Context: an optimization exercise on an open-source flow, tuned for small area, a short achievable clock period and few clock cycles. The choices shown serve that exercise and are no tape-out recipe.
At most, simulation tests tie the RTL to the original design; equivalence was not proved.
No functional check of the RTL was part of runs 1, 2 and 6.
No activity file was given, so power comes from the tool's default toggle rates.

## flow/config.mk

```make
export PLATFORM = sky130hd
export DESIGN_NAME = gpio_top
export DESIGN_NICKNAME = gpio_top
export VERILOG_FILES = /design/flow/design.v
export SDC_FILE = /design/flow/constraint.sdc
export NUM_CORES = 4
export LEC_CHECK = 0
export CAP_MARGIN = 20
export CORE_MARGIN = 2
export CORE_UTILIZATION = 40
export PLACE_DENSITY = 0.6
export SLEW_MARGIN = 20
export SYNTH_HIERARCHICAL = 1
export SYNTH_MINIMUM_KEEP_SIZE = 0
```

## flow/constraint.sdc

```tcl
create_clock -name core_clock -period 5.0 [get_ports {wb_clk_i}]
set_input_delay 1.0000 -clock core_clock [delete_from_list [all_inputs] [get_ports {wb_clk_i}]]
set_output_delay 1.0000 -clock core_clock [all_outputs]
set_load 0.01 [all_outputs]
```

## flow/design.v

```verilog
module gpio_top(
	wb_clk_i, wb_rst_i, wb_cyc_i, wb_adr_i, wb_dat_i, wb_sel_i, wb_we_i, wb_stb_i,
	wb_dat_o, wb_ack_o, wb_err_o, wb_inta_o,
	aux_i,
	ext_pad_i, ext_pad_o, ext_padoe_o,
	clk_pad_i
);
parameter dw = 32;
parameter aw = 8;
parameter gw = 32;
input             wb_clk_i;
input             wb_rst_i;
input             wb_cyc_i;
input   [aw-1:0]  wb_adr_i;
input   [dw-1:0]  wb_dat_i;
input   [3:0]     wb_sel_i;
input             wb_we_i;
input             wb_stb_i;
output  [dw-1:0]  wb_dat_o;
output            wb_ack_o;
output            wb_err_o;
output            wb_inta_o;
input   [gw-1:0]  aux_i;
input   [gw-1:0]  ext_pad_i;
input             clk_pad_i;
output  [gw-1:0]  ext_pad_o;
output  [gw-1:0]  ext_padoe_o;
reg  [gw-1:0] rgpio_in;
reg  [gw-1:0] rgpio_out;
reg  [gw-1:0] rgpio_oe;
reg  [gw-1:0] rgpio_inte;
reg  [gw-1:0] rgpio_ptrig;
reg  [gw-1:0] rgpio_aux;
reg  [1:0]    rgpio_ctrl;
reg  [gw-1:0] rgpio_ints;
reg  [gw-1:0] rgpio_eclk;
reg  [gw-1:0] rgpio_nec;
reg  [gw-1:0] sync, ext_pad_s;
reg  [gw-1:0] pextc_sampled;
reg           sync_clk, clk_s, clk_r;
reg           wb_inta_o;
reg  [gw-1:0] ext_pad_o;
wire       req    = wb_cyc_i & wb_stb_i;
wire       valid  = (wb_adr_i[7:6] == 2'b00) & (wb_adr_i[1:0] == 2'b00);
wire       wr     = req & wb_we_i & valid;
assign wb_ack_o = req & valid & ~wb_rst_i;
assign wb_err_o = req & ~valid & ~wb_rst_i;
wire [3:0] p, q;
gpio_pdec u_pdec_p (.a(wb_adr_i[3:2]), .y(p));
gpio_pdec u_pdec_q (.a(wb_adr_i[5:4]), .y(q));
wire wr_out   = wr & p[1] & q[0];
wire wr_oe    = wr & p[2] & q[0];
wire wr_inte  = wr & p[3] & q[0];
wire wr_ptrig = wr & p[0] & q[1];
wire wr_aux   = wr & p[1] & q[1];
wire wr_ctrl  = wr & p[2] & q[1];
wire wr_ints  = wr & p[3] & q[1];
wire wr_eclk  = wr & p[0] & q[2];
wire wr_nec   = wr & p[1] & q[2];
wire [3:0] sel = wb_sel_i;
wire [gw-1:0] out_d, oe_d, inte_d, ptrig_d, aux_d, eclk_d, nec_d;
genvar b;
generate
	for (b = 0; b < 4; b = b + 1) begin : lane
		wire en_out   = wr_out   & sel[b];
		wire en_oe    = wr_oe    & sel[b];
		wire en_inte  = wr_inte  & sel[b];
		wire en_ptrig = wr_ptrig & sel[b];
		wire en_aux   = wr_aux   & sel[b];
		wire en_eclk  = wr_eclk  & sel[b];
		wire en_nec   = wr_nec   & sel[b];
		gpio_wlane u_out   (.en(en_out),   .en_n(~en_out),   .d(wb_dat_i[8*b+:8]), .q(rgpio_out[8*b+:8]),   .y(out_d[8*b+:8]));
		gpio_wlane u_oe    (.en(en_oe),    .en_n(~en_oe),    .d(wb_dat_i[8*b+:8]), .q(rgpio_oe[8*b+:8]),    .y(oe_d[8*b+:8]));
		gpio_wlane u_inte  (.en(en_inte),  .en_n(~en_inte),  .d(wb_dat_i[8*b+:8]), .q(rgpio_inte[8*b+:8]),  .y(inte_d[8*b+:8]));
		gpio_wlane u_ptrig (.en(en_ptrig), .en_n(~en_ptrig), .d(wb_dat_i[8*b+:8]), .q(rgpio_ptrig[8*b+:8]), .y(ptrig_d[8*b+:8]));
		gpio_wlane u_aux   (.en(en_aux),   .en_n(~en_aux),   .d(wb_dat_i[8*b+:8]), .q(rgpio_aux[8*b+:8]),   .y(aux_d[8*b+:8]));
		gpio_wlane u_eclk  (.en(en_eclk),  .en_n(~en_eclk),  .d(wb_dat_i[8*b+:8]), .q(rgpio_eclk[8*b+:8]),  .y(eclk_d[8*b+:8]));
		gpio_wlane u_nec   (.en(en_nec),   .en_n(~en_nec),   .d(wb_dat_i[8*b+:8]), .q(rgpio_nec[8*b+:8]),   .y(nec_d[8*b+:8]));
	end
endgenerate
always @(posedge wb_clk_i or posedge wb_rst_i)
	if (wb_rst_i) begin
		rgpio_out   <= {gw{1'b0}};
		rgpio_oe    <= {gw{1'b0}};
		rgpio_inte  <= {gw{1'b0}};
		rgpio_ptrig <= {gw{1'b0}};
		rgpio_aux   <= {gw{1'b0}};
		rgpio_eclk  <= {gw{1'b0}};
		rgpio_nec   <= {gw{1'b0}};
	end else begin
		rgpio_out   <= out_d;
		rgpio_oe    <= oe_d;
		rgpio_inte  <= inte_d;
		rgpio_ptrig <= ptrig_d;
		rgpio_aux   <= aux_d;
		rgpio_eclk  <= eclk_d;
		rgpio_nec   <= nec_d;
	end
always @(posedge wb_clk_i or posedge wb_rst_i)
	if (wb_rst_i)
		rgpio_ctrl <= 2'b0;
	else if (wr_ctrl)
		rgpio_ctrl <= wb_dat_i[1:0];
	else if (rgpio_ctrl[0])
		rgpio_ctrl[1] <= rgpio_ctrl[1] | wb_inta_o;
always @(posedge wb_clk_i or posedge wb_rst_i)
	if (wb_rst_i) begin
		sync      <= {gw{1'b0}};
		ext_pad_s <= {gw{1'b0}};
		sync_clk  <= 1'b0;
		clk_s     <= 1'b0;
		clk_r     <= 1'b0;
	end else begin
		sync      <= ext_pad_i;
		ext_pad_s <= sync;
		sync_clk  <= clk_pad_i;
		clk_s     <= sync_clk;
		clk_r     <= clk_s;
	end
wire          pedge   = clk_s & ~clk_r;
wire          nedge   = ~clk_s & clk_r;
wire [gw-1:0] in_lach = (~rgpio_nec & {gw{pedge}}) | (rgpio_nec & {gw{nedge}});
wire [gw-1:0] extc_in = (in_lach & ext_pad_s) | (~in_lach & pextc_sampled);
wire [gw-1:0] in_muxed = (rgpio_eclk & pextc_sampled) | (~rgpio_eclk & ext_pad_s);
always @(posedge wb_clk_i or posedge wb_rst_i)
	if (wb_rst_i) begin
		pextc_sampled <= {gw{1'b0}};
		rgpio_in      <= {gw{1'b0}};
	end else begin
		pextc_sampled <= extc_in;
		rgpio_in      <= in_muxed;
	end
always @(posedge wb_clk_i or posedge wb_rst_i)
	if (wb_rst_i)
		rgpio_ints <= {gw{1'b0}};
	else if (wr_ints)
		rgpio_ints <= wb_dat_i;
	else if (rgpio_ctrl[0])
		rgpio_ints <= rgpio_ints | (((in_muxed ^ rgpio_in) & ~(in_muxed ^ rgpio_ptrig)) & rgpio_inte);
always @(posedge wb_clk_i or posedge wb_rst_i)
	if (wb_rst_i)
		wb_inta_o <= 1'b0;
	else
		wb_inta_o <= (|rgpio_ints) & rgpio_ctrl[0];
assign ext_padoe_o = rgpio_oe;
always @(posedge wb_clk_i or posedge wb_rst_i)
	if (wb_rst_i)
		ext_pad_o <= {gw{1'b0}};
	else
		ext_pad_o <= (rgpio_out & ~rgpio_aux) | (aux_i & rgpio_aux);
genvar i;
generate
	for (b = 0; b < 4; b = b + 1) begin : rd
		wire [9:0] s;
		gpio_rsel u_sel (.a(wb_adr_i[5:2]), .s(s));
		for (i = 8*b; i < 8*b+8; i = i + 1) begin : bt
			if (i < 2) begin : c
				gpio_rbit_c u_bit (.s(s), .r({rgpio_nec[i], rgpio_eclk[i], rgpio_ints[i], rgpio_ctrl[i],
					rgpio_aux[i], rgpio_ptrig[i], rgpio_inte[i], rgpio_oe[i], rgpio_out[i], rgpio_in[i]}),
					.y(wb_dat_o[i]));
			end else begin : n
				gpio_rbit u_bit (.s(s), .r({rgpio_nec[i], rgpio_eclk[i], rgpio_ints[i],
					rgpio_aux[i], rgpio_ptrig[i], rgpio_inte[i], rgpio_oe[i], rgpio_out[i], rgpio_in[i]}),
					.y(wb_dat_o[i]));
			end
		end
	end
endgenerate
endmodule
module gpio_wlane(en, en_n, d, q, y);
input        en, en_n;
input  [7:0] d, q;
output [7:0] y;
assign y = ({8{en}} & d) | ({8{en_n}} & q);
endmodule
module gpio_pdec(a, y);
input  [1:0] a;
output [3:0] y;
wire [1:0] an;
gpio_inv  u_i0 (.a(a[0]), .y(an[0]));
gpio_inv  u_i1 (.a(a[1]), .y(an[1]));
gpio_nor2 u_n0 (.a(a[1]),  .b(a[0]),  .y(y[0]));
gpio_nor2 u_n1 (.a(a[1]),  .b(an[0]), .y(y[1]));
gpio_nor2 u_n2 (.a(an[1]), .b(a[0]),  .y(y[2]));
gpio_nor2 u_n3 (.a(an[1]), .b(an[0]), .y(y[3]));
endmodule
module gpio_inv(a, y);
input  a;
output y;
assign y = ~a;
endmodule
module gpio_nor2(a, b, y);
input  a, b;
output y;
assign y = ~(a | b);
endmodule
module gpio_nand2(a, b, y);
input  a, b;
output y;
assign y = ~(a & b);
endmodule
module gpio_nand3(a, b, c, y);
input  a, b, c;
output y;
assign y = ~(a & b & c);
endmodule
module gpio_and2(a, b, y);
input  a, b;
output y;
assign y = a & b;
endmodule
module gpio_rsel(a, s);
input  [3:0] a;
output [9:0] s;
wire [3:0] p, q;
wire [2:0] tn;
wire       a2n;
gpio_pdec  u_p  (.a(a[1:0]), .y(p));
gpio_pdec  u_q  (.a(a[3:2]), .y(q));
gpio_inv   u_a2n (.a(a[2]), .y(a2n));
gpio_nand2 u_t0 (.a(p[0]), .b(q[0]), .y(tn[0]));
gpio_nand2 u_t1 (.a(a[3]), .b(a[2]), .y(tn[1]));
gpio_nand3 u_t2 (.a(a[3]), .b(a2n), .c(a[1]), .y(tn[2]));
gpio_and2 u1 (.a(p[1]), .b(q[0]), .y(s[1]));
gpio_and2 u2 (.a(p[2]), .b(q[0]), .y(s[2]));
gpio_and2 u3 (.a(p[3]), .b(q[0]), .y(s[3]));
gpio_and2 u4 (.a(p[0]), .b(q[1]), .y(s[4]));
gpio_and2 u5 (.a(p[1]), .b(q[1]), .y(s[5]));
gpio_and2 u6 (.a(p[2]), .b(q[1]), .y(s[6]));
gpio_and2 u7 (.a(p[3]), .b(q[1]), .y(s[7]));
gpio_and2 u8 (.a(p[0]), .b(q[2]), .y(s[8]));
gpio_and2 u9 (.a(p[1]), .b(q[2]), .y(s[9]));
gpio_nand3 u0 (.a(tn[0]), .b(tn[1]), .c(tn[2]), .y(s[0]));
endmodule
module gpio_aoi222(a1, a2, b1, b2, c1, c2, y);
input  a1, a2, b1, b2, c1, c2;
output y;
assign y = ~((a1 & a2) | (b1 & b2) | (c1 & c2));
endmodule
module gpio_rbit_c(s, r, y);
input  [9:0] s, r;
output       y;
wire x0, x1, x2;
gpio_aoi222 u0 (.a1(s[1]), .a2(r[1]), .b1(s[2]), .b2(r[2]), .c1(s[3]), .c2(r[3]), .y(x0));
gpio_aoi222 u1 (.a1(s[4]), .a2(r[4]), .b1(s[5]), .b2(r[5]), .c1(s[7]), .c2(r[7]), .y(x1));
gpio_aoi222 u2 (.a1(s[8]), .a2(r[8]), .b1(s[9]), .b2(r[9]), .c1(s[0]), .c2(r[0]), .y(x2));
assign y = ~(x0 & x1 & x2 & ~(s[6] & r[6]));
endmodule
module gpio_rbit(s, r, y);
input  [9:0] s;
input  [8:0] r;
output       y;
wire x0, x1, x2;
gpio_aoi222 u0 (.a1(s[1]), .a2(r[1]), .b1(s[2]), .b2(r[2]), .c1(s[3]), .c2(r[3]), .y(x0));
gpio_aoi222 u1 (.a1(s[4]), .a2(r[4]), .b1(s[5]), .b2(r[5]), .c1(s[7]), .c2(r[6]), .y(x1));
gpio_aoi222 u2 (.a1(s[8]), .a2(r[7]), .b1(s[9]), .b2(r[8]), .c1(s[0]), .c2(r[0]), .y(x2));
assign y = ~(x0 & x1 & x2);
endmodule
```

## flow/flow/run.sh

```bash
#!/bin/bash
# The standard layout (standard.sh, its synthesis unchanged), with:
#  - every port buffered by a small buf cell instead of the default delay
#    buffer;
#  - clock tree synthesis with clkbuf_8 buffers, sink clusters of at most
#    16 flip-flops, and no dummy loads;
#  - more antenna repair iterations after detailed routing;
#  - a check of the finished layout for antenna violations; if any remain,
#    the layout is made again with the placement density lower bound
#    nudged, at most three times in all.
# Each attempt's tool output goes to standard_N.log, each check's to
# check_N.log.
export BUFFER_PORTS_ARGS="-buffer_cell sky130_fd_sc_hd__buf_1"
export MAX_REPAIR_ANTENNAS_ITER_DRT=10
export CTS_ARGS="-sink_clustering_enable -repair_clock_nets -sink_clustering_size 16 -sink_clustering_max_diameter 60 -dont_use_dummy_load -buf_list sky130_fd_sc_hd__clkbuf_8"
RES=orfs/results/sky130hd/gpio_top/base/6_final.odb
cat > check_antennas.tcl <<EOT
read_db $RES
set n [check_antennas]
puts "ANTENNA_VIOLATIONS \$n"
EOT
addons=(0 0.2 0.3)
for n in 1 2 3; do
  if [[ $n -gt 1 ]]; then
    rm -rf orfs out/final.def
    mkdir -p out
    export PLACE_DENSITY_LB_ADDON=${addons[$((n-1))]}
  fi
  bash standard.sh > standard_$n.log 2>&1
  status=$?
  if [[ $status -eq 0 && -f out/final.def && -f $RES ]]; then
    openroad -no_init -exit check_antennas.tcl > check_$n.log 2>&1
    if grep -q '^ANTENNA_VIOLATIONS 0$' check_$n.log; then
      exit 0
    fi
  fi
done
exit 0
```

## flow/standard.sh

```bash
#!/bin/bash
# synth_recipe.tcl (not shown) runs the flow's synth.tcl, then flattens the netlist and writes it again
# the make line also repeats each setting of config.mk as NAME=value (left out here)
make -C /OpenROAD-flow-scripts/flow DESIGN_CONFIG=/design/flow/config.mk WORK_HOME=/design/flow/orfs CLKGATE_MAP_FILE= SYNTH_SCRIPT=/design/flow/synth_recipe.tcl "${@:-finish}"
```

==> results of run 1 <==
sequential cells by signal, indices dropped and copies added (netlist names), named ones only:
name	cells
ext_pad_o	32
ext_pad_s	32
rgpio_aux	32
rgpio_eclk	32
rgpio_in	32
rgpio_inte	32
rgpio_ints	32
rgpio_nec	32
rgpio_oe	32
rgpio_out	32
rgpio_ptrig	32
sync	32
rgpio_ctrl	2
clk_r	1
clk_s	1
sync_clk	1
wb_inta_o	1
power groups by stage:
stage / clock, mW / sequential (mW) / combinational, mW
global route: 1.99 / 3.60 / 0.495
CTS: 1.86 / 3.58 / 0.453
finish: 1.80 / 3.59 / 0.446
floorplan: 0 / 3.63 / 0.266
global placement: 0 / 3.65 / 0.440
detailed placement: 0 / 3.65 / 0.450
layout make-up:
class | instances | area, um^2
Inverter | 65 | 248
Multi-Input combinational cell | 856 | 6710
Fill cell | 4274 | 25400
Antenna cell | 3 | 7.51
Sequential cell | 422 | 10600
Tap cell | 600 | 751
Timing Repair Buffer | 221 | 888
Clock buffer | 38 | 523
placed cells by master, fill, tap and decap left out, types with 2 or more instances in the layout:
cell	count
diode_2	3
a311oi_1	32
nand2b_1	69
and3_1	15
buf_4	7
nand2_1	30
inv_1	64
nand3_1	38
a211oi_1	5
buf_12	2
a221oi_1	5
a222oi_1	96
a21oi_2	20
mux2i_1	38
dfrtp_1	422
and2_1	55
mux2_2	86
nor4_1	8
a22o_1	224
a21oi_1	45
nand4_1	4
clkbuf_8	38
buf_1	212
mux2_1	5
nor2_1	72
through the flow:
step                util (%)  area, um^2
global placement        42.5       19200
detailed placement      42.5       19200
CTS                     43.7       19700
floorplan                  -       18100
global route            43.7       19700
finish                  43.7       19700
worst paths after layout:
kind	startpoint	endpoint	slack, ps	depth (start not counted)
worst max-delay path	wb_adr_i[3]	wb_dat_o[0]	750	7
worst min-delay path	sync[9]	ext_pad_s[9]	330	0
worst max register to register	clk_s	flop	2540	4
worst min register to register	sync[9]	ext_pad_s[9]	330	0
max in group asynchronous	wb_rst_i	asynchronous set/reset pin	2950	4
min in group asynchronous	wb_rst_i	sync[16]	590	3
critical path: stages:
cell and delay, ps:
buf_1 650, nor2_1 130, nand2_1 110, nand3_1 430, a222oi_1 510, nand4_1 230
buf_1 180
layer usage:
layer	part of all wire, %	track usage (%)
met1	43	32.9
met2	44	33.7
met3	9.3	5.79
met4	4.1	9.79
met5	0.016	0
==> flow_metrics.py, run 1 <==
metrics = {
    "power_and_ir_drop": {
        "powerDensity_nw_per_um2": 296,
        "vdd_drop_max_mv": 0.176,
        "p_seq_share_pct": 61.5,
        "leakage_nw": 8.92,
        "p_clk_share_pct": 30.8,
        "p_comb_share_pct": 7.7,
        "total_power_mw": 5.83,
        "p_int_mw": 4.35,
        "p_sw_mw": 1.48,
        "swShare_pct": 25.3,
    },
    "floorplanning": {
        "rows": 78,
        "core_area_um2": 45100,
        "fp.dieH_um": 217,
        "die_x_um": 217,
        "die-area_um2": 47100,
        "start_util_pct": 40.2,
        "io_pins": 213,
    },
    "clock_tree": {
        "cts_hold_repair.buffers": 0,
        "cts_tree": "built",
        "cts_buffers": 38,
        "clkLatencyLatePin_ps": 620,
        "htreeDepth": 2,
        "clockBufferDepth": 3,
        "post_cts_buffers": 0,
        "clk_pin_slew_worst_paths_ps": 100,
        "cts_resized": 0,
        "cts_root_buf": "clkbuf_8",
        "clock_sinks": 422,
    },
    "synthesis": {
        "yosysWarningCount": 7,
        "syn_avg_cell_area_um2": 12.7,
        "synth.cell_area_um2": 18100,
        "synthCells": 1430,
        "syn_nets": 1544,
    },
    "timing": {
        "tightest_slew_ps": 1130,
        "fin_ws_ps": 754,
        "skew_ps": 57.0,
        "final-hold-violation-count": 0,
        "slew_headroom_pct": 24.3,
        "period_needed_ps": 4250,
        "setup_tns_ps": 0,
        "rsz0062_at_grt": "false",
        "max_freq_mhz": 236,
        "holdWs_ps": 331,
        "setup_viol": 0,
        "timing.final.crit_share_pct": 84.9,
        "report.final.slew_viol_count": 0,
    },
    "final_layout": {
        "syn_to_final_growth_pct": 8.51,
        "final_nets": 1718,
        "stdcell_count": 2205,
        "drive_above_1_share_pct": 9.99,
    },
    "status": {
        "outcome": "no timing/DRC/antenna violations",
    },
    "placed_design": {
        "portBuffers": 212,
        "hpwlAfterDp_um": 35400,
        "gp_congestion": 0.862,
        "post-place-ws_ps": 835,
        "dp.cells": 2164,
    },
    "worst_setup_path": {
        "cp_data_required_time_ps": 4000,
        "start_kind": "input pin",
        "critPathArrivalTime_ps": 3250,
        "critPathMaxFanout": 19,
        "worst-setup-path-type": "in -> out",
        "cp-end-kind": "primary output",
    },
    "route": {
        "finalWirelength_um": 54700,
        "avgRoutedWirePerCell_um": 24.8,
        "dr.pass1.iters": 7,
        "vias": 13261,
        "dr.first_iter.drc_count": 1822,
        "ant_nets": 0,
        "drc_errors": 0,
        "routed_via_density": 6.01,
    },
    "global_routing": {
        "grt.overflow.total": 0,
        "grt_pass1_wl_um": 82100,
        "grt_max_degree": 166,
        "grt.total_usage_pct": 23.2,
        "grt_pass1_vias": 13148,
        "antenna_found_initial": 5,
    },
    "worst_hold_path": {
        "hold_path_class": "reg -> reg",
    },
    "flow_run": {
        "drv_cap": 0,
    },
}
==> inputs of run 2 (changes only) <==
--- a/flow/design.v
+++ b/flow/design.v
@@ -152,6 +152,6 @@
 generate
-	for (b = 0; b < 4; b = b + 1) begin : rd
+	for (b = 0; b < 2; b = b + 1) begin : rd
 		wire [9:0] s;
 		gpio_rsel u_sel (.a(wb_adr_i[5:2]), .s(s));
-		for (i = 8*b; i < 8*b+8; i = i + 1) begin : bt
+		for (i = 16*b; i < 16*b+16; i = i + 1) begin : bt
 			if (i < 2) begin : c
--- a/flow/config.mk
+++ b/flow/config.mk
@@ -11,2 +11,3 @@
 export PLACE_DENSITY = 0.6
+export SETUP_SLACK_MARGIN = 1.8
 export SLEW_MARGIN = 20
==> flow_metrics.py, run 2 <==
metrics = {
    "clock_tree": {
        "cts_root_buf": "clkbuf_8",
        "cts_hold_repair.buffers": 0,
        "htreeDepth": 2,
        "cts_buffers": 38,
        "cts_tree": "built",
        "clock_sinks": 422,
        "clockBufferDepth": 3,
        "clkLatencyLatePin_ps": 630,
        "clk_pin_slew_worst_paths_ps": 100,
    },
    "final_layout": {
        "drive_above_1_share_pct": 16.8,
        "antenna_cells": 0,
        "syn_to_final_growth_pct": 13.9,
        "final_core_util_pct": 46.1,
        "final_cell_mix": "dfrtp_1, a22o_1, buf_1",
        "stdcell_count": 2191,
        "final_nets": 1715,
        "layout.cells.most_common": "dfrtp_1",
        "final.fill_count": 4080,
    },
    "floorplanning": {
        "rows": 77,
        "io_pins": 213,
        "die-area_um2": 46500,
        "die_x_um": 216,
        "core_area_um2": 44200,
        "start_util_pct": 40.5,
        "fp.dieH_um": 216,
    },
    "placed_design": {
        "hpwlAfterDp_um": 36000,
        "dp.cells": 2125,
        "portBuffers": 212,
        "gp_congestion": 0.860,
        "post-place-ws_ps": 899,
    },
    "route": {
        "dr.pass1.iters": 9,
        "avgRoutedWirePerCell_um": 26.4,
        "ant_nets": 0,
        "vias": 13392,
        "finalWirelength_um": 57800,
        "routed_via_density": 6.11,
        "dr.first_iter.drc_count": 1868,
        "drc_errors": 0,
    },
    "worst_setup_path": {
        "crit_start": "wb_adr_i[5]",
        "critPathArrivalTime_ps": 2470,
        "critPathMaxFanout": 8,
        "cp_data_required_time_ps": 4000,
        "reg2reg_slack_ps": 2950,
        "worst-setup-path-type": "in -> out",
        "start_kind": "input pin",
        "regToRegStartpoint": "clk_r",
        "cp-end-kind": "primary output",
    },
    "timing": {
        "final-hold-violation-count": 0,
        "report.final.slew_viol_count": 0,
        "fin_ws_ps": 1530,
        "tightest_slew_ps": 1030,
        "period_needed_ps": 3470,
        "setup_viol": 0,
        "skew_ps": 69.1,
        "setup_tns_ps": 0,
        "max_freq_mhz": 288,
        "slew_headroom_pct": 31.6,
        "rsz0062_at_grt": "true",
        "timing.final.crit_share_pct": 69.4,
    },
    "power_and_ir_drop": {
        "leakage_nw": 9.27,
        "powerDensity_nw_per_um2": 289,
        "vdd_drop_max_mv": 0.180,
        "total_power_mw": 5.89,
    },
    "global_routing": {
        "grt.total_usage_pct": 24.7,
        "grt_max_degree": 190,
        "grt_pass1_wl_um": 86200,
        "grt_pass1_vias": 13577,
        "antenna_found_initial": 3,
        "grt.overflow.total": 0,
    },
    "synthesis": {
        "synthCells": 1382,
        "syn_nets": 1496,
        "yosysWarningCount": 7,
        "syn_avg_cell_area_um2": 13.0,
        "synth.cell_area_um2": 17900,
    },
    "worst_hold_path": {
        "hold_path_class": "reg -> reg",
        "hold_start": "sync[30]",
    },
    "status": {
        "outcome": "no timing/DRC/antenna violations",
    },
    "flow_run": {
        "drv_cap": 0,
    },
}
==> run 2: cell count changes in the layout (fill, tap and decap cells not counted), moves of 8 or more <==
cell | previous run | this run
and2_1 | 55 | 25
and2_4 | 0 | 14
buf_1 | 212 | 185
buf_12 | 2 | 15
buf_16 | 0 | 9
buf_2 | 0 | 19
buf_4 | 7 | 18
buf_6 | 0 | 10
inv_1 | 64 | 49
nand3_1 | 38 | 30
nor2_1 | 72 | 48
==> run 2: per-stage QoR <==
stage / instance area, um^2 / hold WS [ps]
global placement: 19100 / 334
detailed placement: 19100 / 335
CTS: 20300 / 304
global route: 20400 / 319
finish: 20400 / 297
floorplan: 17900 / 331
==> run 2: per-layer routing <==
layer	share of wire, %	track usage [%]
met3	7.8	4.90
met1	42	33.5
met4	3.7	10.7
met5	0.064	0
met2	46	38.6
==> run 2: layout make-up <==
class	instances	area, um^2	share of cell area (%)
clock buffer	38	523	2.56
inverter	55	215	1.05
multi-input combinational	818	6640	32.5
sequential	422	10600	51.8
tap	592	741	3.63
timing repair buffer	265	1720	8.43
timing repair inverter	1	5.00	0.0245
==> run 2: path summary, 6_finish.rpt <==
path / to / cells after the start
worst max-delay path: wb_dat_o[1] / 9
worst min-delay path: ext_pad_s[30] / 0
worst max register to register: flop / 5
worst min register to register: ext_pad_s[30] / 0
max in group asynchronous: rgpio_ctrl[0] / 4
min in group asynchronous: sync[14] / 2
==> run 2: worst max-delay path: stages <==
cell	delay (ps)
buf_8	110
buf_8	130
inv_2	50
nor2_2	30
and2_4	170
buf_12	160
a222oi_1	340
nand4_1	260
buf_2	210
==> run 2: repair_timing <==
action / 4_1_cts / 5_1_grt
cloned: 9 / 1
buffers inserted: 13 / 4
pin swaps: 88 / 30
setup endpoints to repair: 33 / 32
resized for setup: 138 / 9
==> run 2: power breakdown <==
part	total (mW)	internal, mW	leakage [nW]	switching (mW)
registers	3.59	3.51	5.58	0.0738
logic	0.514	0.206	3.42	0.308
clock network	1.79	0.682	0.273	1.11
==> inputs of run 3 (changes only) <==
--- a/flow/design.v
+++ b/flow/design.v
@@ -152,6 +152,6 @@
 generate
-	for (b = 0; b < 2; b = b + 1) begin : rd
+	for (b = 0; b < 4; b = b + 1) begin : rd
 		wire [9:0] s;
 		gpio_rsel u_sel (.a(wb_adr_i[5:2]), .s(s));
-		for (i = 16*b; i < 16*b+16; i = i + 1) begin : bt
+		for (i = 8*b; i < 8*b+8; i = i + 1) begin : bt
 			if (i < 2) begin : c
@@ -234,6 +234,11 @@
 endmodule
-module gpio_aoi222(a1, a2, b1, b2, c1, c2, y);
-input  a1, a2, b1, b2, c1, c2;
-output y;
-assign y = ~((a1 & a2) | (b1 & b2) | (c1 & c2));
+module gpio_and4(a, b, c, d, y);
+input  a, b, c, d;
+output y;
+assign y = a & b & c & d;
+endmodule
+module gpio_nand4(a, b, c, d, y);
+input  a, b, c, d;
+output y;
+assign y = ~(a & b & c & d);
 endmodule
@@ -242,7 +247,13 @@
 output       y;
-wire x0, x1, x2;
-gpio_aoi222 u0 (.a1(s[1]), .a2(r[1]), .b1(s[2]), .b2(r[2]), .c1(s[3]), .c2(r[3]), .y(x0));
-gpio_aoi222 u1 (.a1(s[4]), .a2(r[4]), .b1(s[5]), .b2(r[5]), .c1(s[7]), .c2(r[7]), .y(x1));
-gpio_aoi222 u2 (.a1(s[8]), .a2(r[8]), .b1(s[9]), .b2(r[9]), .c1(s[0]), .c2(r[0]), .y(x2));
-assign y = ~(x0 & x1 & x2 & ~(s[6] & r[6]));
+wire [9:0] x;
+wire z0, z1;
+genvar k;
+generate
+	for (k = 0; k < 10; k = k + 1) begin : t
+		gpio_nand2 u (.a(s[k]), .b(r[k]), .y(x[k]));
+	end
+endgenerate
+gpio_and4  u0 (.a(x[1]), .b(x[2]), .c(x[3]), .d(x[4]), .y(z0));
+gpio_and4  u1 (.a(x[5]), .b(x[6]), .c(x[7]), .d(x[8]), .y(z1));
+gpio_nand4 u2 (.a(z0), .b(z1), .c(x[9]), .d(x[0]), .y(y));
 endmodule
@@ -252,7 +263,16 @@
 output       y;
-wire x0, x1, x2;
-gpio_aoi222 u0 (.a1(s[1]), .a2(r[1]), .b1(s[2]), .b2(r[2]), .c1(s[3]), .c2(r[3]), .y(x0));
-gpio_aoi222 u1 (.a1(s[4]), .a2(r[4]), .b1(s[5]), .b2(r[5]), .c1(s[7]), .c2(r[6]), .y(x1));
-gpio_aoi222 u2 (.a1(s[8]), .a2(r[7]), .b1(s[9]), .b2(r[8]), .c1(s[0]), .c2(r[0]), .y(x2));
-assign y = ~(x0 & x1 & x2);
-endmodule
+wire [8:0] x;
+wire z0, z1;
+gpio_nand2 u_t0 (.a(s[0]), .b(r[0]), .y(x[0]));
+gpio_nand2 u_t1 (.a(s[1]), .b(r[1]), .y(x[1]));
+gpio_nand2 u_t2 (.a(s[2]), .b(r[2]), .y(x[2]));
+gpio_nand2 u_t3 (.a(s[3]), .b(r[3]), .y(x[3]));
+gpio_nand2 u_t4 (.a(s[4]), .b(r[4]), .y(x[4]));
+gpio_nand2 u_t5 (.a(s[5]), .b(r[5]), .y(x[5]));
+gpio_nand2 u_t6 (.a(s[7]), .b(r[6]), .y(x[6]));
+gpio_nand2 u_t7 (.a(s[8]), .b(r[7]), .y(x[7]));
+gpio_nand2 u_t8 (.a(s[9]), .b(r[8]), .y(x[8]));
+gpio_and4  u0 (.a(x[1]), .b(x[2]), .c(x[3]), .d(x[4]), .y(z0));
+gpio_and4  u1 (.a(x[5]), .b(x[6]), .c(x[7]), .d(x[8]), .y(z1));
+gpio_nand3 u2 (.a(z0), .b(z1), .c(x[0]), .y(y));
+endmodule
--- a/flow/config.mk
+++ b/flow/config.mk
@@ -10,4 +10,6 @@
 export CORE_UTILIZATION = 40
+export CTS_CLUSTER_DIAMETER = 80
+export CTS_CLUSTER_SIZE = 24
 export PLACE_DENSITY = 0.6
-export SETUP_SLACK_MARGIN = 1.8
+export SETUP_SLACK_MARGIN = 2.0
 export SLEW_MARGIN = 20
==> flow_metrics.py, run 3 <==
metrics = {
    "worst_setup_path": {
        "r2r_cells": 4,
        "regToRegStartpoint": "clk_s",
        "reg2reg_slack_ps": 2650,
        "slowest_delay_ps": 230,
        "cp_data_required_time_ps": 4000,
        "cp_num_buf_inv": 3,
        "cpMaxStageDelayCell": "and2_4",
        "worst-setup-path-type": "in -> out",
        "start_kind": "input pin",
        "path_cells": "buf_16, buf_8, nor2_4, and2_4, nand2_1, and4_1, nand3_2, buf_6",
        "crit_end": "wb_dat_o[8]",
        "crit_start": "wb_adr_i[2]",
        "critPathArrivalTime_ps": 2170,
        "cp_num_cells": 8,
        "critPathMaxFanout": 9,
        "cp_top_family": "simple AND/OR/NAND/NOR gates",
        "cp-end-kind": "primary output",
    },
    "global_routing": {
        "grt_max_degree": 166,
        "antenna_found_initial": 3,
        "grt.total_usage_pct": 23.6,
        "grt.overflow.total": 0,
        "grt_pass1_wl_um": 89300,
        "grt_pass1_vias": 14875,
        "grt.busiest_layer": "met2",
        "met3_usage_pct": 4.21,
        "met1_usage_pct": 31.9,
        "grtUsageMet2_pct": 38.2,
    },
    "timing": {
        "skew_ps": 40.7,
        "setup_tns_ps": 0,
        "max_freq_mhz": 316,
        "period_needed_ps": 3170,
        "slew_headroom_pct": 29.2,
        "report.final.slew_viol_count": 0,
        "rsz0062_at_grt": "true",
        "holdWs_ps": 316,
        "final-hold-violation-count": 0,
        "tightest_slew_ps": 1060,
        "timing.final.crit_share_pct": 63.3,
        "setup_viol": 0,
    },
    "final_layout": {
        "fin_area_um2": 21400,
        "final_nets": 1992,
        "final_core_util_pct": 46.1,
        "drive_above_1_share_pct": 18.6,
        "layout.cells.most_common": "dfrtp_1",
        "syn_to_final_growth_pct": 13.8,
        "final_cell_mix": "dfrtp_1, nand2_1, a22o_1",
    },
    "floorplanning": {
        "fp.dieH_um": 221,
        "core_area_um2": 46500,
        "io_pins": 213,
        "rows": 79,
        "die_x_um": 221,
        "start_util_pct": 40.5,
        "die-area_um2": 48800,
    },
    "clock_tree": {
        "cts_tree": "built",
        "cts_hold_repair.buffers": 0,
        "clockBufferDepth": 3,
        "cts_buffers": 42,
        "clkLatencyLatePin_ps": 640,
        "clock_sinks": 422,
        "htreeDepth": 2,
        "cts_root_buf": "clkbuf_8",
        "clk_pin_slew_worst_paths_ps": 90,
    },
    "power_and_ir_drop": {
        "p_sw_mw": 1.55,
        "p_clk_share_pct": 31.6,
        "leakage_nw": 9.63,
        "swShare_pct": 25.7,
        "p_comb_share_pct": 8.8,
        "p_int_mw": 4.47,
        "p_seq_share_pct": 59.6,
        "powerDensity_nw_per_um2": 281,
        "total_power_mw": 6.02,
        "vdd_drop_max_mv": 0.222,
    },
    "placed_design": {
        "hpwlAfterDp_um": 38300,
        "portBuffers": 212,
        "gp_congestion": 0.880,
        "post_dp_cell_area_um2": 19900,
    },
    "route": {
        "vias": 14290,
        "finalWirelength_um": 58100,
        "drc_errors": 0,
        "ant_nets": 0,
        "dr.first_iter.drc_count": 1423,
        "avgRoutedWirePerCell_um": 23.4,
        "routed_via_density": 5.75,
        "dr.pass1.iters": 6,
    },
    "synthesis": {
        "syn_avg_cell_area_um2": 11.2,
        "synthCells": 1686,
        "yosysWarningCount": 7,
        "syn_nets": 1800,
        "synth.cell_area_um2": 18800,
    },
    "flow_run": {
        "drv_cap": 0,
    },
    "worst_hold_path": {
        "hold_path_class": "reg -> reg",
        "min_path_cells": 0,
    },
    "status": {
        "outcome": "no timing/DRC/antenna violations",
    },
}
## run 3: how the worst min path moves through the flow
| stage | startpoint | end | slack, ps |
|---|---|---|---|
| 2_1_floorplan | sync_clk | clk_s | 330 |
| 6_report | sync[31] | ext_pad_s[31] | 320 |
| 3_3_place_gp | sync[29] | ext_pad_s[29] | 330 |
| 3_5_place_dp | sync[21] | ext_pad_s[21] | 330 |
| 5_1_grt | sync[31] | ext_pad_s[31] | 340 |
| 4_1_cts | sync[31] | ext_pad_s[31] | 320 |
## run 3: per-stage QoR
step	cells	worst slack, ps
global route	2484	1800
CTS	2476	1850
detailed placement	2429	1010
finish	2485	1830
global placement	2429	1060
floorplan	1686	-3940
## run 3: power groups by stage
stage / clock network (mW) / logic, mW / registers, mW
floorplan: 0 / 0.261 / 3.63
global placement: 0 / 0.445 / 3.65
detailed placement: 0 / 0.453 / 3.65
CTS: 1.98 / 0.518 / 3.59
global route: 2.11 / 0.582 / 3.60
finish: 1.90 / 0.530 / 3.59
## run 3: cell type report
type,instances,area [um^2]
diodes,2,5.00
clock buffers,42,578
fillers,4388,25000
inverters,65,262
multi-input cells,1112,7900
flip-flops and latches,422,10600
well taps,607,759
repair buffers,235,1360
## run 3: what timing repair did
action / CTS / global route
setup buffers: 4 / 7
cloned: 1 / 0
endpoints found under the hold margin: 0 / 0
endpoints found under the setup margin: 54 / 32
pin swaps: 82 / 65
resized for setup: 228 / 58
## run 3: per-layer routing
metal / vias to the layer above / wire, um
met5: - / 0
met4: 0 / 1980
met3: 135 / 3880
met2: 588 / 27600
met1: 7224 / 24700
li1: 6343 / -
Testbench counts of run 3, summed over its fixed seeds: cycles 24,000.
==> inputs of run 4 (changes only) <==
--- a/flow/config.mk
+++ b/flow/config.mk
@@ -10,6 +10,3 @@
 export CORE_UTILIZATION = 40
-export CTS_CLUSTER_DIAMETER = 80
-export CTS_CLUSTER_SIZE = 24
 export PLACE_DENSITY = 0.6
-export SETUP_SLACK_MARGIN = 2.0
 export SLEW_MARGIN = 20
==> flow_metrics.py, run 4 <==
metrics = {
    "global_routing": {
        "grt_max_degree": 166,
        "grt_pass1_vias": 14591,
        "grt.total_usage_pct": 23.3,
        "grt_pass1_wl_um": 87900,
        "antenna_found_initial": 3,
        "grt.overflow.total": 0,
    },
    "timing": {
        "final-hold-violation-count": 0,
        "holdWs_ps": 317,
        "slew_headroom_pct": 30.6,
        "setup_viol": 0,
        "skew_ps": 45.7,
        "report.final.slew_viol_count": 0,
        "max_freq_mhz": 253,
        "period_needed_ps": 3960,
        "tightest_slew_ps": 1040,
        "timing.final.crit_share_pct": 79.2,
        "setup_tns_ps": 0,
        "rsz0062_at_grt": "false",
    },
    "clock_tree": {
        "cts_resized": 0,
        "htreeDepth": 2,
        "cts_hold_repair.buffers": 0,
        "cts_root_buf": "clkbuf_8",
        "cts_buffers": 42,
        "clkLatencyLatePin_ps": 630,
        "clockBufferDepth": 3,
        "post_cts_buffers": 0,
        "clk_pin_slew_worst_paths_ps": 90,
        "cts_tree": "built",
        "clock_sinks": 422,
    },
    "route": {
        "vias": 14190,
        "dr.pass1.iters": 6,
        "finalWirelength_um": 57200,
        "avgRoutedWirePerCell_um": 23.1,
        "drc_errors": 0,
        "routed_via_density": 5.74,
        "dr.first_iter.drc_count": 1319,
        "ant_nets": 0,
    },
    "power_and_ir_drop": {
        "vdd_drop_max_mv": 0.214,
        "leakage_nw": 9.09,
        "powerDensity_nw_per_um2": 290,
        "total_power_mw": 5.94,
    },
    "worst_setup_path": {
        "cp_data_required_time_ps": 4000,
        "reg2reg_slack_ps": 2670,
        "worst-setup-path-type": "in -> out",
        "path_cells": "buf_1, buf_4, inv_1, nor2_1, and2_1, nand2_1, and4_1, nand3_1, buf_1",
        "slowest_delay_ps": 460,
        "critPathMaxFanout": 10,
        "cp_num_buf_inv": 4,
        "cp_common_cell": "buf_1",
        "cpMaxStageDelayCell": "buf_1",
        "critPathArrivalTime_ps": 2960,
        "start_kind": "input pin",
        "cp_top_family": "simple AND/OR/NAND/NOR gates",
        "cp-end-kind": "primary output",
        "r2r_cells": 4,
        "regToRegStartpoint": "clk_s",
    },
    "floorplanning": {
        "rows": 79,
        "fp.dieH_um": 221,
        "die_x_um": 221,
        "core_area_um2": 46500,
        "io_pins": 213,
        "die-area_um2": 48800,
        "start_util_pct": 40.5,
    },
    "synthesis": {
        "syn_avg_cell_area_um2": 11.2,
        "synthCells": 1686,
        "yosysWarningCount": 7,
        "synth.cell_area_um2": 18800,
        "syn_nets": 1800,
    },
    "status": {
        "outcome": "no timing/DRC/antenna violations",
    },
    "final_layout": {
        "drive_above_1_share_pct": 8.91,
        "syn_to_final_growth_pct": 8.67,
        "fin_area_um2": 20500,
        "final_nets": 1980,
        "layout.cells.most_common": "dfrtp_1",
        "final_cell_mix": "dfrtp_1, nand2_1, a22o_1",
    },
    "worst_hold_path": {
        "hold_start": "sync[31]",
        "min_to": "ext_pad_s[31]",
        "hold_path_class": "reg -> reg",
        "min_path_cells": 0,
    },
    "flow_run": {
        "drv_cap": 0,
    },
    "placed_design": {
        "post_dp_cell_area_um2": 19900,
        "portBuffers": 212,
        "gp_congestion": 0.880,
        "hpwlAfterDp_um": 38300,
    },
}
-- run 4: worst max path at each step --
stage / cells after the start / slack [ps] / from / end
final: 9 / 1040 / wb_adr_i[3] / wb_dat_o[23]
after global routing: 8 / 860 / wb_adr_i[2] / wb_dat_o[2]
after CTS: 9 / 1000 / wb_adr_i[3] / wb_dat_o[23]
after detailed placement: 9 / 1010 / wb_adr_i[3] / wb_dat_o[23]
after global placement: 9 / 1060 / wb_adr_i[3] / wb_dat_o[23]
after floorplan: 2 / -3940 / wb_rst_i / wb_ack_o
-- run 4: worst reg2reg max path: cells and delay by family (launching register included) --
family          cells  cell delay, ps
compound gates      1              70
mux                 1             340
simple gates        2             990
flops               1             800
-- run 4: metal layers --
metal | global-route usage [%] | wire, um
met1 | 31.6 | 24700
met2 | 37.6 | 27100
met3 | 4.00 | 3630
met4 | 8.29 | 1790
met5 | 0 | 0
-- run 4: area by class of cell --
| type | instances | area, um^2 |
|---|---|---|
| multi-input combinational | 1112 | 7390 |
| clock buffer | 42 | 578 |
| fill | 4469 | 26000 |
| inverter | 65 | 248 |
| antenna | 2 | 5.00 |
| tap | 607 | 759 |
| timing repair buffer | 223 | 916 |
| sequential | 422 | 10600 |
-- run 4: power breakdown --
part	leakage, nW	internal, mW	total, mW	switching, mW
clock network	0.302	0.750	1.90	1.15
registers	5.58	3.51	3.59	0.0721
logic	3.21	0.149	0.447	0.298
total	9.09	4.41	5.94	1.52
-- run 4: metrics by stage --
| step | worst slack, ps | util (%) | cells |
|---|---|---|---|
| floorplan | -3940 | - | 1686 |
| global placement | 1060 | 42.8 | 2429 |
| detailed placement | 1010 | 42.8 | 2429 |
| CTS | 1000 | 44.0 | 2471 |
| global route | 861 | 44.0 | 2472 |
| finish | 1040 | 44.0 | 2473 |
==> inputs of run 5 (changes only) <==
--- a/flow/config.mk
+++ b/flow/config.mk
@@ -11,2 +11,3 @@
 export PLACE_DENSITY = 0.6
+export SETUP_SLACK_MARGIN = 1.8
 export SLEW_MARGIN = 20
==> flow_metrics.py, run 5 <==
metrics = {
    "placed_design": {
        "hpwlAfterDp_um": 38300,
        "dp.cells": 2429,
        "post-place-ws_ps": 1010,
        "portBuffers": 212,
        "gp_congestion": 0.880,
    },
    "flow_run": {
        "drv_cap": 0,
    },
    "power_and_ir_drop": {
        "vdd_drop_max_mv": 0.215,
        "p_clk_share_pct": 31.8,
        "p_sw_mw": 1.54,
        "leakage_nw": 9.44,
        "p_comb_share_pct": 8.3,
        "p_int_mw": 4.45,
        "powerDensity_nw_per_um2": 285,
        "p_seq_share_pct": 59.9,
        "swShare_pct": 25.7,
    },
    "final_layout": {
        "stdcell_count": 2476,
        "layout.cells.most_common": "dfrtp_1",
        "syn_to_final_growth_pct": 11.6,
        "drive_above_1_share_pct": 15.3,
        "final_cell_mix": "dfrtp_1, nand2_1, a22o_1",
        "final_nets": 1983,
        "final_core_util_pct": 45.2,
    },
    "worst_setup_path": {
        "r2r_cells": 4,
        "cpMaxStageDelayCell": "and2_4",
        "start_kind": "input pin",
        "cp_num_buf_inv": 4,
        "critPathArrivalTime_ps": 2170,
        "cp_top_family": "simple AND/OR/NAND/NOR gates",
        "cp_num_cells": 9,
        "reg2reg_slack_ps": 2640,
        "path_cells": "buf_12, buf_8, inv_1, nor2_2, and2_4, nand2_1, and4_1, nand3_2, buf_6",
        "slowest_delay_ps": 250,
        "cp_data_required_time_ps": 4000,
        "critPathMaxFanout": 8,
        "regToRegStartpoint": "clk_s",
        "cp-end-kind": "primary output",
        "worst-setup-path-type": "in -> out",
    },
    "timing": {
        "slew_headroom_pct": 29.5,
        "max_freq_mhz": 315,
        "final-hold-violation-count": 0,
        "report.final.slew_viol_count": 0,
        "timing.final.crit_share_pct": 63.5,
        "tightest_slew_ps": 1060,
        "skew_ps": 48.7,
        "rsz0062_at_grt": "true",
        "period_needed_ps": 3170,
        "fin_ws_ps": 1830,
        "setup_viol": 0,
    },
    "floorplanning": {
        "core_area_um2": 46500,
        "die_x_um": 221,
        "rows": 79,
        "die-area_um2": 48800,
        "start_util_pct": 40.5,
        "fp.dieH_um": 221,
        "io_pins": 213,
    },
    "worst_hold_path": {
        "hold_path_class": "reg -> reg",
        "min_path_cells": 0,
        "hold_start": "sync[31]",
        "min_to": "ext_pad_s[31]",
    },
    "route": {
        "drc_errors": 0,
        "dr.pass1.iters": 6,
        "finalWirelength_um": 57700,
        "dr.first_iter.drc_count": 1353,
        "vias": 14287,
        "routed_via_density": 5.77,
        "avgRoutedWirePerCell_um": 23.3,
        "ant_nets": 0,
    },
    "global_routing": {
        "grt_pass1_wl_um": 88300,
        "antenna_found_initial": 3,
        "grt.overflow.total": 0,
        "grt.total_usage_pct": 23.4,
        "grt_max_degree": 166,
        "grt_pass1_vias": 14715,
    },
    "clock_tree": {
        "cts_hold_repair.buffers": 0,
        "cts_root_buf": "clkbuf_8",
        "cts_buffers": 42,
        "htreeDepth": 2,
        "clkLatencyLatePin_ps": 640,
        "clockBufferDepth": 3,
        "clock_sinks": 422,
        "clk_pin_slew_worst_paths_ps": 90,
        "cts_tree": "built",
    },
    "synthesis": {
        "syn_avg_cell_area_um2": 11.2,
        "synthCells": 1686,
        "synth.cell_area_um2": 18800,
        "syn_nets": 1800,
        "yosysWarningCount": 7,
    },
    "status": {
        "outcome": "no timing/DRC/antenna violations",
    },
}
run 5: power by group through the flow:
| stage | Clock [mW] | Sequential, mW | Combinational, mW |
|---|---|---|---|
| after floorplan | 0 | 3.63 | 0.261 |
| after global placement | 0 | 3.65 | 0.445 |
| after detailed placement | 0 | 3.65 | 0.453 |
| after CTS | 1.98 | 3.59 | 0.476 |
| after global routing | 2.11 | 3.60 | 0.545 |
| final | 1.90 | 3.59 | 0.495 |
run 5: final cells by class:
class	count	area, um^2
Fill cell	4427	25500
Sequential cell	422	10600
Multi-Input combinational cell	1112	7720
Timing Repair Buffer	226	1140
Tap cell	607	759
Clock buffer	42	578
Inverter	65	248
Antenna cell	2	5.00
run 5: worst max path at each step:
stage / startpoint / to / slack [ps]
final: wb_adr_i[4] / wb_dat_o[8] / 1830
after CTS: wb_adr_i[4] / wb_dat_o[31] / 1800
after global routing: wb_adr_i[4] / wb_dat_o[11] / 1790
after detailed placement: wb_adr_i[3] / wb_dat_o[23] / 1010
after floorplan: wb_rst_i / wb_ack_o / -3940
after global placement: wb_adr_i[3] / wb_dat_o[23] / 1060
run 5: routing by layer:
layer	vias up	share of wire [%]	wire (um)	track usage, %
met2	568	47	27400	37.6
met3	132	6.1	3500	3.97
met5	-	0	0	0
li1	6327	-	-	-
met1	7260	43	24900	31.7
met4	0	3.4	1960	8.64
run 5: timing repair:
item / in CTS / in global routing
setup buffers: 0 / 2
pin swaps: 8 / 36
cloned: 0 / 1
gates resized for setup: 127 / 70
setup endpoints to repair: 32 / 32
run 5: per-stage QoR:
step / hold slack (ps) / TNS [ps] / cell area, um^2 / power (mW)
after floorplan: 331 / -721020 / 18800 / 3.89
after global placement: 333 / 0 / 19900 / 4.09
after detailed placement: 335 / 0 / 19900 / 4.10
after CTS: 323 / 0 / 20700 / 6.04
after global routing: 337 / 0 / 21000 / 6.25
final: 311 / 0 / 21000 / 5.99
==> inputs of run 6 (changes only) <==
--- a/flow/design.v
+++ b/flow/design.v
@@ -152,6 +152,6 @@
 generate
-	for (b = 0; b < 4; b = b + 1) begin : rd
+	for (b = 0; b < 2; b = b + 1) begin : rd
 		wire [9:0] s;
 		gpio_rsel u_sel (.a(wb_adr_i[5:2]), .s(s));
-		for (i = 8*b; i < 8*b+8; i = i + 1) begin : bt
+		for (i = 16*b; i < 16*b+16; i = i + 1) begin : bt
 			if (i < 2) begin : c
==> flow_metrics.py, run 6 <==
metrics = {
    "floorplanning": {
        "core_area_um2": 46300,
        "start_util_pct": 40.2,
        "io_pins": 213,
        "fp.dieH_um": 220,
        "die-area_um2": 48200,
        "rows": 79,
        "die_x_um": 220,
    },
    "worst_setup_path": {
        "path_cells": "buf_12, nor2_2, and2_4, buf_12, nand2_1, and4_1, nand4_1, buf_2",
        "start_kind": "input pin",
        "worst-setup-path-type": "in -> out",
        "slowest_delay_ps": 240,
        "cp_common_cell": "buf_12",
        "critPathArrivalTime_ps": 2210,
        "cp_data_required_time_ps": 4000,
        "cp-end-kind": "primary output",
        "cpMaxStageDelayCell": "and2_4",
        "critPathMaxFanout": 9,
    },
    "route": {
        "ant_nets": 0,
        "drc_errors": 0,
        "routed_via_density": 5.76,
        "finalWirelength_um": 58900,
        "dr.first_iter.drc_count": 1224,
        "vias": 14130,
        "dr.pass1.iters": 5,
        "avgRoutedWirePerCell_um": 24.0,
    },
    "final_layout": {
        "syn_to_final_growth_pct": 14.4,
        "final_cell_mix": "dfrtp_1, nand2_1, a22o_1",
        "antenna_cells": 0,
        "layout.cells.most_common": "dfrtp_1",
        "fin_area_um2": 21300,
        "final_nets": 1963,
        "stdcell_count": 2454,
        "drive_above_1_share_pct": 15.9,
    },
    "global_routing": {
        "grt_pass1_vias": 14170,
        "grt_pass1_wl_um": 86600,
        "grt.overflow.total": 0,
        "antenna_found_initial": 2,
        "grt.total_usage_pct": 23.9,
        "grt_max_degree": 179,
    },
    "power_and_ir_drop": {
        "total_power_mw": 5.89,
        "vdd_drop_max_mv": 0.231,
        "leakage_nw": 9.56,
        "powerDensity_nw_per_um2": 277,
    },
    "flow_run": {
        "drv_cap": 0,
    },
    "timing": {
        "report.final.slew_viol_count": 0,
        "max_freq_mhz": 311,
        "rsz0062_at_grt": "true",
        "skew_ps": 49.3,
        "tightest_slew_ps": 1120,
        "final-hold-violation-count": 0,
        "timing.final.crit_share_pct": 64.3,
        "slew_headroom_pct": 25.0,
        "setup_viol": 0,
        "period_needed_ps": 3210,
        "holdWs_ps": 336,
    },
    "placed_design": {
        "post_dp_cell_area_um2": 19700,
        "gp_congestion": 0.858,
        "dp.cells": 2394,
        "hpwlAfterDp_um": 36900,
        "portBuffers": 212,
    },
    "synthesis": {
        "syn_nets": 1752,
        "synth.cell_area_um2": 18600,
        "syn_avg_cell_area_um2": 11.4,
        "synthCells": 1638,
        "yosysWarningCount": 7,
    },
    "clock_tree": {
        "htreeDepth": 2,
        "cts_buffers": 38,
        "clockBufferDepth": 3,
        "clk_pin_slew_worst_paths_ps": 100,
        "cts_tree": "built",
        "cts_hold_repair.buffers": 0,
        "clock_sinks": 422,
        "cts_root_buf": "clkbuf_8",
        "clkLatencyLatePin_ps": 630,
    },
    "worst_hold_path": {
        "hold_path_class": "reg -> reg",
    },
    "status": {
        "outcome": "no timing/DRC/antenna violations",
    },
}
==> run 6: cell count changes in the layout (fill, tap and decap cells not counted), moves of 7 or more <==
cell	before	now
inv_1	61	49
buf_2	14	25
nand3_1	20	11
buf_12	8	26
clkbuf_16	1	8
and2_4	32	16
==> run 6: worst max-delay path, delay by kind of cell <==
kind	cells	cell delay, ps
and+or+nand+nor	5	780
buffers and inverters	3	420
==> run 6: per-stage QoR <==
| stage | TNS [ps] | util [%] | setup slack, ps |
|---|---|---|---|
| 4_1_cts | 0 | 45.0 | 1760 |
| 2_1_floorplan | -721020 | - | -3940 |
| 6_report | 0 | 46.0 | 1790 |
| 5_1_grt | 0 | 46.0 | 1770 |
| 3_5_place_dp | 0 | 42.7 | 929 |
| 3_3_place_gp | 0 | 42.7 | 983 |
==> run 6: layout make-up <==
class	count	area [um^2]
inverters	55	213
repair buffers	258	1780
multi-input cells	1074	7440
clock buffers	38	523
flip-flops and latches	422	10600
fillers	4335	25000
well taps	607	759
==> run 6: power breakdown <==
part           switching [mW]  leakage, nW  internal [mW]
logic                   0.304         3.71          0.198
registers              0.0721         5.58           3.51
clock network            1.13        0.273          0.682
==> run 6: worst paths after layout <==
kind / cells after the start / startpoint / slack [ps] / end
max: 8 / wb_adr_i[2] / 1790 / wb_dat_o[0]
min: 0 / sync[9] / 340 / ext_pad_s[9]
max reg2reg: 4 / clk_s / 2650 / flop
min reg2reg: 0 / sync[9] / 340 / ext_pad_s[9]
max in group asynchronous: 4 / wb_rst_i / 2890 / rgpio_out[27]
min in group asynchronous: 3 / wb_rst_i / 520 / ext_pad_o[13]
==> run 6: repair_timing <==
action / in CTS / in global routing
setup buffers: 8 / 3
gates cloned: 3 / 8
setup endpoints to repair: 32 / 32
resized for setup: 123 / 65
pin swaps: 16 / 22
==> run 6: metal layers <==
metal	global-route usage, %	vias up	part of all wire, %
li1	-	6251	-
met1	31.9	7152	42
met2	38.4	581	46
met3	5.07	142	7.5
met4	8.93	4	3.8
met5	0	-	0.053
==> inputs of run 7 (changes only) <==
--- a/flow/design.v
+++ b/flow/design.v
@@ -152,6 +152,6 @@
 generate
-	for (b = 0; b < 2; b = b + 1) begin : rd
+	for (b = 0; b < 4; b = b + 1) begin : rd
 		wire [9:0] s;
 		gpio_rsel u_sel (.a(wb_adr_i[5:2]), .s(s));
-		for (i = 16*b; i < 16*b+16; i = i + 1) begin : bt
+		for (i = 8*b; i < 8*b+8; i = i + 1) begin : bt
 			if (i < 2) begin : c
--- a/flow/flow/run.sh
+++ b/flow/flow/run.sh
@@ -14,3 +14,3 @@
 export MAX_REPAIR_ANTENNAS_ITER_DRT=10
-export CTS_ARGS="-sink_clustering_enable -repair_clock_nets -sink_clustering_size 16 -sink_clustering_max_diameter 60 -dont_use_dummy_load -buf_list sky130_fd_sc_hd__clkbuf_8"
+export CTS_ARGS="-sink_clustering_enable -repair_clock_nets -sink_clustering_size 10 -sink_clustering_max_diameter 50 -dont_use_dummy_load -buf_list {sky130_fd_sc_hd__clkbuf_4 sky130_fd_sc_hd__clkbuf_8}"
 RES=orfs/results/sky130hd/gpio_top/base/6_final.odb
==> flow_metrics.py, run 7 <==
metrics = {
    "synthesis": {
        "yosysWarningCount": 7,
        "synthCells": 1686,
        "syn_nets": 1800,
        "synth.cell_area_um2": 18800,
        "syn_avg_cell_area_um2": 11.2,
    },
    "power_and_ir_drop": {
        "vdd_drop_max_mv": 0.182,
        "leakage_nw": 9.53,
        "powerDensity_nw_per_um2": 296,
    },
    "floorplanning": {
        "rows": 79,
        "start_util_pct": 40.5,
        "fp.dieH_um": 221,
        "io_pins": 213,
        "die-area_um2": 48800,
        "die_x_um": 221,
        "core_area_um2": 46500,
    },
    "status": {
        "outcome": "no timing/DRC/antenna violations",
    },
    "worst_setup_path": {
        "cp-end-kind": "primary output",
        "critPathArrivalTime_ps": 2170,
        "slowest_delay_ps": 240,
        "cp_top_family": "simple AND/OR/NAND/NOR gates",
        "path_cells": "buf_12, buf_8, inv_1, nor2_2, and2_4, nand2_1, and4_1, nand3_2, buf_6",
        "critPathMaxFanout": 8,
        "cpMaxStageDelayCell": "and2_4",
        "cp_data_required_time_ps": 4000,
        "cp_num_buf_inv": 4,
        "worst-setup-path-type": "in -> out",
        "start_kind": "input pin",
    },
    "timing": {
        "setup_viol": 0,
        "holdWs_ps": 343,
        "skew_ps": 23.9,
        "slew_headroom_pct": 30.4,
        "fin_ws_ps": 1830,
        "max_freq_mhz": 315,
        "timing.final.crit_share_pct": 63.5,
        "final-hold-violation-count": 0,
        "rsz0062_at_grt": "true",
        "period_needed_ps": 3170,
        "report.final.slew_viol_count": 0,
        "tightest_slew_ps": 1040,
    },
    "final_layout": {
        "layout.cells.most_common": "dfrtp_1",
        "final_cell_mix": "dfrtp_1, nand2_1, a22o_1",
        "fin_area_um2": 21200,
        "final.fill_count": 4405,
        "final_nets": 1996,
        "drive_above_1_share_pct": 15.9,
        "syn_to_final_growth_pct": 12.5,
        "final_core_util_pct": 45.6,
    },
    "clock_tree": {
        "clockBufferDepth": 3,
        "cts_tree": "built",
        "htreeDepth": 2,
        "clk_pin_slew_worst_paths_ps": 70,
        "cts_hold_repair.buffers": 0,
        "clkLatencyLatePin_ps": 640,
        "clock_sinks": 422,
        "cts_buffers": 55,
        "cts_root_buf": "clkbuf_8",
    },
    "route": {
        "avgRoutedWirePerCell_um": 23.3,
        "drc_errors": 0,
        "ant_nets": 0,
        "routed_via_density": 5.73,
        "vias": 14265,
        "finalWirelength_um": 57900,
        "dr.first_iter.drc_count": 1247,
        "dr.pass1.iters": 6,
    },
    "placed_design": {
        "hpwlAfterDp_um": 38300,
        "portBuffers": 212,
        "gp_congestion": 0.880,
        "post_dp_cell_area_um2": 19900,
        "post-place-ws_ps": 1010,
    },
    "global_routing": {
        "grt_pass1_vias": 14885,
        "grt_max_degree": 166,
        "grt.total_usage_pct": 23.5,
        "grt.overflow.total": 0,
        "grt_pass1_wl_um": 88800,
        "antenna_found_initial": 3,
    },
    "worst_hold_path": {
        "hold_path_class": "reg -> reg",
    },
    "flow_run": {
        "drv_cap": 0,
    },
}
## run 7: worst paths after layout
kind	from	end	slack (ps)	cells past startpoint
worst max-delay path	wb_adr_i[4]	wb_dat_o[8]	1830	9
worst min-delay path	sync[14]	ext_pad_s[14]	340	0
worst max register to register	clk_s	flop	2700	4
worst min register to register	sync[14]	ext_pad_s[14]	340	0
max in group asynchronous	wb_rst_i	asynchronous set/reset pin	2940	4
min in group asynchronous	wb_rst_i	sync[25]	550	3
## run 7: cell type report
| type | count | area (um^2) | share of cell area, % |
|---|---|---|---|
| well taps | 607 | 759 | 3.59 |
| diodes | 1 | 2.50 | 0.0118 |
| multi-input cells | 1112 | 7710 | 36.4 |
| flip-flops and latches | 422 | 10600 | 49.9 |
| repair buffers | 226 | 1140 | 5.37 |
| inverters | 65 | 248 | 1.17 |
| clock buffers | 55 | 757 | 3.58 |
## run 7: layer usage
metal	track usage, %	part of all wire (%)	up-vias
li1	-	-	6355
met4	9.18	3.8	2
met3	4.18	6.4	154
met1	31.8	43	7238
met2	37.5	47	516
met5	0	0.021	-
## run 7: power by group
group / internal (mW) / total (mW) / leakage, nW / switching [mW]
Sequential: 3.52 / 3.59 / 5.58 / 0.0725
Combinational: 0.182 / 0.494 / 3.56 / 0.312
Clock: 0.969 / 2.18 / 0.395 / 1.21
## run 7: repair_timing
| action | CTS | global route |
|---|---|---|
| buffers inserted | 0 | 2 |
| resized for setup | 127 | 68 |
| pin swaps | 8 | 34 |
| setup endpoints to repair | 32 | 32 |
| gates cloned | 0 | 1 |
## run 7: metrics by stage
stage	setup TNS (ps)	power, mW	cells
2_1_floorplan	-721020	3.89	1686
3_3_place_gp	0	4.09	2429
3_5_place_dp	0	4.10	2429
4_1_cts	0	6.33	2484
5_1_grt	0	6.55	2488
6_report	0	6.26	2488
Testbench counts of run 7, summed over its fixed seeds: cycles 24,000.

## port drivers added, routing unchanged
The results above use ideal ports. As a check the final layouts listed here were re-extracted and re-timed, cells and wires unchanged.
Step 1 (the two cells are an assumption about what drives the block):
set clk [get_ports {wb_clk_i}]
set_driving_cell -lib_cell sky130_fd_sc_hd__clkbuf_16 $clk
set_driving_cell -lib_cell sky130_fd_sc_hd__buf_2 [delete_from_list [all_inputs] $clk]
Step 2 times the ports against the registers' clock, not the clock port: input delays grow and output delays shrink by t, the midpoint of the rising clock arrivals with the driver on.
Slacks: ideal / step 1 / step 2; pairs: ideal / step 1.
run | t (ns) | setup WS [ns] | hold slack, ns | worst setup path after step 2
run 1 | 0.647 | 0.754 / 0.648 / 0.648 | 0.331 / 0.331 / 0.331 | input to output
run 2 | 0.648 | 1.531 / 1.453 / 1.453 | 0.297 / 0.297 / 0.297 | input to output
run 3 | 0.659 | 1.833 / 1.671 / 1.392 | 0.316 / 0.316 / 0.316 | input to register
run 4 | 0.657 | 1.041 / 0.974 / 0.974 | 0.317 / 0.317 / 0.317 | input to output
run 5 | 0.660 | 1.827 / 1.653 / 1.406 | 0.311 / 0.311 / 0.311 | input to register
run 6 | 0.644 | 1.785 / 1.615 / 1.520 | 0.336 / 0.336 / 0.336 | input to register
run 7 | 0.681 | 1.826 / 1.657 / 1.422 | 0.343 / 0.343 / 0.343 | input to register
After both steps every run listed still meets setup and hold. For run 3, which loses most, drivers alone change the setup slack by -0.162 ns; drivers and shift together by -0.441 ns.
